What follows belongs to an exercise in optimizing a design on an open flow for a short achievable clock period and few clock cycles; a production flow would make more cautious choices.
Only simulation tests tie the RTL to the original design; equivalence was not proved.
Power and IR drop assume default switching activity.

==> inputs of trial 2 <==
Design FemtoRV32, start of the top module:
module FemtoRV32(
	input clk,
	output reg [31:0] mem_addr,   
	output [31:0] mem_wdata,      
	output [3:0] mem_wmask,       
	input [31:0] mem_rdata,       
	output mem_rstrb,             
	input mem_rbusy,              
	input mem_wbusy,              
	input reset,                  
	output reg trap,
	output reg [3:0] trap_cause
	);
==> flow/config.mk <==
export PLATFORM = sky130hd
export DESIGN_NAME = FemtoRV32
export DESIGN_NICKNAME = FemtoRV32
export VERILOG_FILES = /design/flow/design.v
export SDC_FILE = /design/flow/constraint.sdc
export NUM_CORES = 4
export LEC_CHECK = 0
export CAP_MARGIN = 20
export CORE_MARGIN = 2
export CORE_UTILIZATION = 40
export PLACE_DENSITY = 0.5
export SLEW_MARGIN = 20
==> flow/constraint.sdc <==
create_clock -name core_clock -period 16.0 [get_ports {clk}]
set_input_delay 3.2000 -clock core_clock [delete_from_list [all_inputs] [get_ports {clk}]]
set_output_delay 3.2000 -clock core_clock [all_outputs]
set_load 0.01 [all_outputs]
standard.sh (not shown) runs the stock make flow with config.mk's settings and CLKGATE_MAP_FILE= SYNTH_SCRIPT=/design/flow/synth_recipe.tcl, a recipe that flattens the netlist after the stock synthesis.
==> flow/flow/run.sh <==
#!/bin/bash
set -euo pipefail
MARGIN=${MARGIN:-9.3}
sed "s/CLKGATE_MAP_FILE= /CLKGATE_MAP_FILE= SETUP_SLACK_MARGIN=${MARGIN} /" standard.sh > standard_margin.sh
grep -q "SETUP_SLACK_MARGIN=${MARGIN}" standard_margin.sh
bash standard_margin.sh "BUFFER_PORTS_ARGS=-buffer_cell sky130_fd_sc_hd__buf_4" finish > standard_margin.log 2>&1
==> build 98 (differences from trial 2) <==
--- a/flow/design.v
+++ b/flow/design.v
@@ -52,91 +52,41 @@
 	reg [31:0] wb_data;
 	reg [31:0] ic_data [15:0];
 	reg [25:0] ic_tag  [15:0];
 	reg [15:0] ic_valid;
 	wire [31:0] agu = e_rs1v + e_imm;           
 	wire [31:0] pa_x = {2'b00, e_pc[31:2]};
+	wire [31:0] pa_d = {2'b00, agu[31:2]};
 	wire [3:0] match_x, match_d;
-	wire [3:0] lt_x;
-	wire [32:0] b_lo [3:0];    
-	wire [32:0] b_hi [3:0];
+	wire [3:0] lt_x, lt_d;
 	genvar i;
 	generate
 		for (i = 0; i < 4; i = i + 1) begin : PMP
 			wire [1:0]  A    = pmpcfg[8*i+3 +: 2];
 			wire [31:0] addr = pmpaddr[i];
-			wire [31:0] prev = (i == 0) ? 32'b0 : pmpaddr[(i == 0) ? 0 : i-1];
-			wire [31:0] ones = addr ^ (addr + 32'd1);    
-			wire [31:0] cmpmask = (A == 2'd3) ? ~ones : 32'hFFFFFFFF;
+			wire [31:0] cmpmask = (A == 2'd3) ? ~(addr ^ (addr + 32'd1)) : 32'hFFFFFFFF;
 			assign lt_x[i] = (pa_x < addr);
+			assign lt_d[i] = (pa_d < addr);
 			wire ge_x = (i == 0) ? 1'b1 : !lt_x[(i == 0) ? 0 : i-1];
+			wire ge_d = (i == 0) ? 1'b1 : !lt_d[(i == 0) ? 0 : i-1];
 			wire eq_x = (((pa_x ^ addr) & cmpmask) == 32'b0);
+			wire eq_d = (((pa_d ^ addr) & cmpmask) == 32'b0);
 			assign match_x[i] = (A == 2'd1) ? (ge_x && lt_x[i]) : A[1] && eq_x;
-			assign b_lo[i] = (A == 2'd1) ? {1'b0, prev} : (A == 2'd2) ? {1'b0, addr} : {1'b0, addr & ~ones};
-			assign b_hi[i] = ((A == 2'd1 || A == 2'd2) ? {1'b0, addr} : {1'b0, addr | ones}) +
-			                 ((A == 2'd1) ? 33'd0 : 33'd1);
-		end
-	endgenerate
-	reg  [32:0] bl_r [3:0];
-	reg  [32:0] bh_r [3:0];
-	reg         pmp_chg;         
-	wire [32:0] bnd [7:0];       
-	generate
-		for (i = 0; i < 4; i = i + 1) begin : BND
-			assign bnd[2*i]   = bl_r[i];
-			assign bnd[2*i+1] = bh_r[i];
-		end
-	endgenerate
-	wire [11:0] f_dimm;
-	wire [35:0] yF [7:0];
-	wire [35:0] yE [7:0];
-	generate
-		for (i = 0; i < 8; i = i + 1) begin : YB
-			wire [34:0] X      = {bnd[i], 2'b00};
-			wire [23:0] xh     = {1'b0, X[34:12]};
-			wire [23:0] xh_inc = xh + 24'd1;
-			wire [23:0] xh_dec = xh - 24'd1;
-			wire [12:0] lo_f = {1'b0, X[11:0]} - {1'b0, f_dimm};
-			assign yF[i] = {(f_dimm[11] && !lo_f[12]) ? xh_inc : (!f_dimm[11] && lo_f[12]) ? xh_dec : xh,
-			                lo_f[11:0]};
-			wire [12:0] lo_e = {1'b0, X[11:0]} - {1'b0, e_imm[11:0]};
-			assign yE[i] = {(e_imm[11] && !lo_e[12]) ? xh_inc : (!e_imm[11] && lo_e[12]) ? xh_dec : xh,
-			                lo_e[11:0]};
-		end
-	endgenerate
-	reg  [35:0] e_Y [7:0];
-	reg  [31:0] e_K;             
-	reg         e_immPos, e_immNeg;
-	wire cw = (e_rs1v < e_K);
-	wire wP = e_immPos && !cw;   
-	wire wN = e_immNeg && cw;    
-	wire [7:0] lt_d;
-	generate
-		for (i = 0; i < 8; i = i + 1) begin : DBOUND
-			wire [3:0] yh = e_Y[i][35:32];
-			wire c = (e_rs1v < e_Y[i][31:0]);
-			assign lt_d[i] = wP ? (!yh[3] || (yh == 4'hF && c)) :
-			                 wN ? ((!yh[3] && yh[2:1] != 2'b00) || (yh == 4'h1 && c)) :
-			                      ((!yh[3] && yh != 4'h0) || (yh == 4'h0 && c));
-		end
-		for (i = 0; i < 4; i = i + 1) begin : DMATCH
-			assign match_d[i] = (pmpcfg[8*i+3 +: 2] != 2'd0) && !lt_d[2*i] && lt_d[2*i+1];
+			assign match_d[i] = (A == 2'd1) ? (ge_d && lt_d[i]) : A[1] && eq_d;
 		end
 	endgenerate
 	wire [2:0] perm_x = match_x[3] ? pmpcfg[26:24] : match_x[2] ? pmpcfg[18:16] :
 	                    match_x[1] ? pmpcfg[10:8]  : match_x[0] ? pmpcfg[2:0]   : 3'b000;
 	wire [2:0] perm_d = match_d[3] ? pmpcfg[26:24] : match_d[2] ? pmpcfg[18:16] :
 	                    match_d[1] ? pmpcfg[10:8]  : match_d[0] ? pmpcfg[2:0]   : 3'b000;
 	wire run    = !trap;
 	wire m_hazard = m_load && (m_rd != 5'd0) &&
 	                ((e_useRs1 && e_rs1 == m_rd) || (e_useRs2 && e_rs2 == m_rd) ||
 	                 (e_writesRd && e_rd == m_rd));
 	wire conc_ok = !e_isLoad && !e_isStore && !m_hazard && perm_x[2];
-	reg e_stale;
-	wire e_wait = e_stale && (e_isLoad || e_isStore);
-	wire e_exec = run && e_valid && !e_wait && (!mem_cycle || conc_ok || (m_done && !m_hazard));
+	wire e_exec = run && e_valid && (!mem_cycle || conc_ok || (m_done && !m_hazard));
 	wire xfault = !perm_x[2];
 	wire lfault = e_isLoad  && !perm_d[0];
 	wire sfault = e_isStore && !perm_d[1];
 	wire fault  = e_exec && (xfault || lfault || sfault);
 	wire [31:0] aluIn1 = e_rs1v;
 	wire [31:0] aluIn2 = e_op2;
@@ -232,24 +182,14 @@
 	wire f_isBranch = (fi[6:2] == 5'b11000);
 	wire [31:0] f_Uimm = {fi[31:12], 12'b0};
 	wire [31:0] f_Iimm = {{21{fi[31]}}, fi[30:20]};
 	wire [31:0] f_Simm = {{21{fi[31]}}, fi[30:25], fi[11:7]};
 	wire [31:0] f_Bimm = {{20{fi[31]}}, fi[7], fi[30:25], fi[11:8], 1'b0};
 	wire [31:0] f_Jimm = {{12{fi[31]}}, fi[19:12], fi[20], fi[30:21], 1'b0};
-	wire [13:0] bt_lo = {1'b0, fpc[12:0]} + {1'b0, f_Bimm[12:0]};
-	wire [18:0] fpc_b = fpc[31:13];
-	wire [18:0] fpc_b_inc = fpc_b + 19'd1;
-	wire [18:0] fpc_b_dec = fpc_b - 19'd1;
-	wire [31:0] f_bt = {(bt_lo[13] && !fi[31]) ? fpc_b_inc : (!bt_lo[13] && fi[31]) ? fpc_b_dec : fpc_b,
-	                    bt_lo[12:0]};
-	wire [21:0] jt_lo = {1'b0, fpc[20:0]} + {1'b0, f_Jimm[20:0]};
-	wire [10:0] fpc_j = fpc[31:21];
-	wire [10:0] fpc_j_inc = fpc_j + 11'd1;
-	wire [10:0] fpc_j_dec = fpc_j - 11'd1;
-	wire [31:0] f_jt = {(jt_lo[21] && !fi[31]) ? fpc_j_inc : (!jt_lo[21] && fi[31]) ? fpc_j_dec : fpc_j,
-	                    jt_lo[20:0]};
+	wire [31:0] f_bt  = fpc + f_Bimm;
+	wire [31:0] f_jt  = fpc + f_Jimm;
 	wire [31:0] f_pc4 = fpc + 32'd4;
 	wire [31:0] f_imm = f_isStore ? f_Simm : (f_isLUI | f_isAUIPC) ? f_Uimm : f_Iimm;
 	wire [4:0] f_rs1 = fi[19:15];
 	wire [4:0] f_rs2 = fi[24:20];
 	wire [31:0] sel1 = 32'b1 << f_rs1;
 	wire [31:0] sel2 = 32'b1 << f_rs2;
@@ -275,22 +215,15 @@
 	wire [31:0] f_v2 = hitM2 ? loadData : hitA2 ? wa_data : hitB2 ? wb_data : rf2;
 	wire [31:0] f_rs1v = hitE1 ? e_result : f_v1;
 	wire [31:0] f_rs2v = hitE2 ? e_result : f_v2;
 	wire e_zero = (e_rs1v == e_negimm);
 	wire zE = e_isADDI && fi[14:13] == 2'b00 &&
 	          ((hitE1 && f_rs2 == 5'd0) || (hitE2 && f_rs1 == 5'd0));
-	wire f_predB = f_isBranch && (zE ? (e_zero ^ fi[12]) : (fi[14:12] == 3'd1) ? 1'b1 :
-	                              (fi[14:12] == 3'd0) ? 1'b0 : fi[31]);
+	wire f_predB = f_isBranch && (zE ? (e_zero ^ fi[12]) : fi[31]);
 	wire f_predJ = f_isJALR && hitE1 && e_isAUIPC;
-	wire [12:0] jrt_lo = {1'b0, e_auipc[11:0]} + {1'b0, fi[31:20]};
-	wire [19:0] auipc_h = e_auipc[31:12];
-	wire [19:0] auipc_h_inc = auipc_h + 20'd1;
-	wire [19:0] auipc_h_dec = auipc_h - 20'd1;
-	wire [31:0] f_jrt = {(jrt_lo[12] && !fi[31]) ? auipc_h_inc : (!jrt_lo[12] && fi[31]) ? auipc_h_dec : auipc_h,
-	                     jrt_lo[11:0]};
-	assign f_dimm = f_isStore ? {fi[31:25], fi[11:7]} : fi[31:20];
+	wire [31:0] f_jrt = e_auipc + f_Iimm;
 	wire [31:0] f_next = f_isJAL ? f_jt : f_predJ ? {f_jrt[31:1], 1'b0} : f_predB ? f_bt : f_pc4;
 	wire e_free = !e_valid || e_exec;
 	wire f_take = run && f_avail && e_free && !redirect;
 	wire [31:0] next_fetch = redirect ? redirect_pc : f_take ? f_next : fpc;
 	always @(posedge clk) begin
 		if (!reset) begin
@@ -299,13 +232,12 @@
 			mem_addr   <= RESET_ADDR;
 			fpc        <= RESET_ADDR;
 			mem_cycle  <= 1'b0;
 			rstrb_r    <= 1'b1;
 			wmask_r    <= 4'b0;
 			e_valid    <= 1'b0;
-			e_stale    <= 1'b0;
 			wa_en      <= 1'b0;
 			wb_en      <= 1'b0;
 			ic_valid   <= 16'b0;
 		end else if (!trap) begin
 			wa_en   <= e_exec && e_writesRd && !xfault && (e_rd != 5'd0);
 			wa_rd   <= e_rd;
@@ -345,18 +277,12 @@
 			else
 				mem_addr <= next_fetch;
 			if (redirect || f_take)
 				fpc <= next_fetch;
 			if (e_free) begin
 				e_valid    <= f_take;
-				e_stale    <= pmp_wr || pmp_chg;
-				for (t = 0; t < 8; t = t + 1)
-					e_Y[t] <= yF[t];
-				e_K        <= 32'b0 - {{20{f_dimm[11]}}, f_dimm};
-				e_immPos   <= !f_dimm[11] && (f_dimm != 12'b0);
-				e_immNeg   <= f_dimm[11];
 				e_pc       <= fpc;
 				e_pc4      <= f_pc4;
 				e_pcimm    <= f_bt;
 				e_pred     <= f_predB | f_predJ;
 				e_negimm   <= 32'b0 - f_Iimm;
 				e_isAUIPC  <= f_isAUIPC;
@@ -382,34 +308,19 @@
 				e_isSYSTEM <= f_isSYSTEM;
 				e_isJALR   <= f_isJALR;
 				e_isBranch <= f_isBranch;
 				e_writesRd <= f_isALUreg | f_isALUimm | f_isLUI | f_isAUIPC | f_isJAL | f_isJALR | f_isSYSTEM;
 				e_useRs1   <= !(f_isLUI | f_isAUIPC | f_isJAL);
 				e_useRs2   <= f_isALUreg | f_isBranch | f_isStore;
-			end else begin
-				if (e_stale && !pmp_chg) begin
-					e_stale <= 1'b0;
-					for (t = 0; t < 8; t = t + 1)
-						e_Y[t] <= yE[t];
-				end
-				if (m_wr && m_rd != 5'd0) begin
+			end else if (m_wr && m_rd != 5'd0) begin
 				if (e_rs1 == m_rd) e_rs1v <= loadData;
 				if (e_rs2 == m_rd) e_rs2v <= loadData;
 				if (e_rs2 == m_rd && e_isALUreg) e_op2 <= loadData;
-				end
 			end
 		end
 	end
-	wire pmp_wr = csr_write && (|e_csrSel) && (csr_wdata != csr_rdata);
-	always @(posedge clk) begin
-		for (t = 0; t < 4; t = t + 1) begin
-			bl_r[t] <= b_lo[t];
-			bh_r[t] <= b_hi[t];
-		end
-		pmp_chg <= !reset || pmp_wr;
-	end
 	always @(posedge clk) begin
 		if (!reset) begin
 			pmpcfg     <= 32'h0000001F;
 			pmpaddr[0] <= 32'hFFFFFFFF;
 			pmpaddr[1] <= 32'b0;
 			pmpaddr[2] <= 32'b0;
==> flow/flow/run.sh (replaced) <==
#!/bin/bash
set -euo pipefail
MARGIN=${MARGIN:-9.3}
sed "s/CLKGATE_MAP_FILE= /CLKGATE_MAP_FILE= SETUP_SLACK_MARGIN=${MARGIN} /" standard.sh > standard_margin.sh
grep -q "SETUP_SLACK_MARGIN=${MARGIN}" standard_margin.sh
bash standard_margin.sh > standard_margin.log 2>&1
Settings changed: CORE_UTILIZATION 40 to 45, PLACE_DENSITY 0.5 to 0.6.
==> impl_results.rst <==
.. list-table::
   :header-rows: 1

   * - Metric
     - Value
   * - Sequential cell fraction of total power
     - 23.1%
   * - Outcome
     - timing/DRC/antenna clean
   * - Slew at the pin closest to its max-slew limit
     - 1.35 ns
   * - Post-synthesis sequential area ratio
     - 45.1%
   * - Total routing usage reported by global routing
     - 38.3%
   * - Horiz. Die Dim
     - 701 µm
   * - Required time at the worst-slack endpoint
     - 16.79 ns
   * - Crit path launch
     - mem_rdata[3]
   * - Wl on met1
     - 376000 µm
   * - Net Sw Frac
     - 48.7%
   * - Capturing element type of the critical path
     - flip-flop
   * - First-pass GRT wire length
     - 1320000 µm
The numbers above come from trial 2.

==> impl_results.rst <==
.. list-table::
   :header-rows: 1

   * - Metric
     - Value
   * - Sequential cell fraction of total power
     - 28.4%
   * - Critical R2R Launch
     - e_rs1v[0]
   * - First-pass GRT wire length
     - 1000000 µm
   * - Largest stage delay on the critical path
     - 0.18 ns
   * - Net Sw Frac
     - 45.0%
   * - Final global-route overflow total
     - 0
   * - Worst r2r dst
     - wmask_r[3]
   * - Outcome
     - timing/DRC/antenna clean
   * - Post-synthesis sequential area ratio
     - 50.2%
   * - Slew at the pin closest to its max-slew limit
     - 1.32 ns
   * - Capturing element type of the critical path
     - output port
   * - Horiz. Die Dim
     - 575 µm
   * - Required time at the worst-slack endpoint
     - 12.80 ns
The numbers above come from build 98.

Testbench counts of trial 2, summed over its fixed seeds: cycles 55,502.
Testbench counts of build 98, summed over its fixed seeds: cycles 55,213.

-- static timing again, ports no longer ideal --
The results above use ideal ports. As a check the final layouts listed here were re-extracted and re-timed, cells and wires unchanged. Step 1 assumes that a clkbuf_16 drives the clock port and a buf_2 every other input. Step 2 also shifts input and output timing later by t, the mid clock arrival at the registers, as if the neighbouring blocks saw the same clock. a / b / c = no drivers / after step 1 / after step 2; a / b = the first two.
run	t, ns	setup slack, ns	hold WS [ns]	worst setup path after step 2	worst data-port slew with drivers (ns)
trial 2	1.149	8.995 / 8.682 / 7.892	0.426 / 0.426 / 0.426	input to register	0.54
build 98	1.056	9.015 / 8.871 / 8.144	0.450 / 0.450 / 0.450	input to register	0.16
After both steps every run listed still meets setup and hold. For trial 2, which loses most, drivers alone change the setup slack by -0.313 ns; drivers and shift together by -1.103 ns.
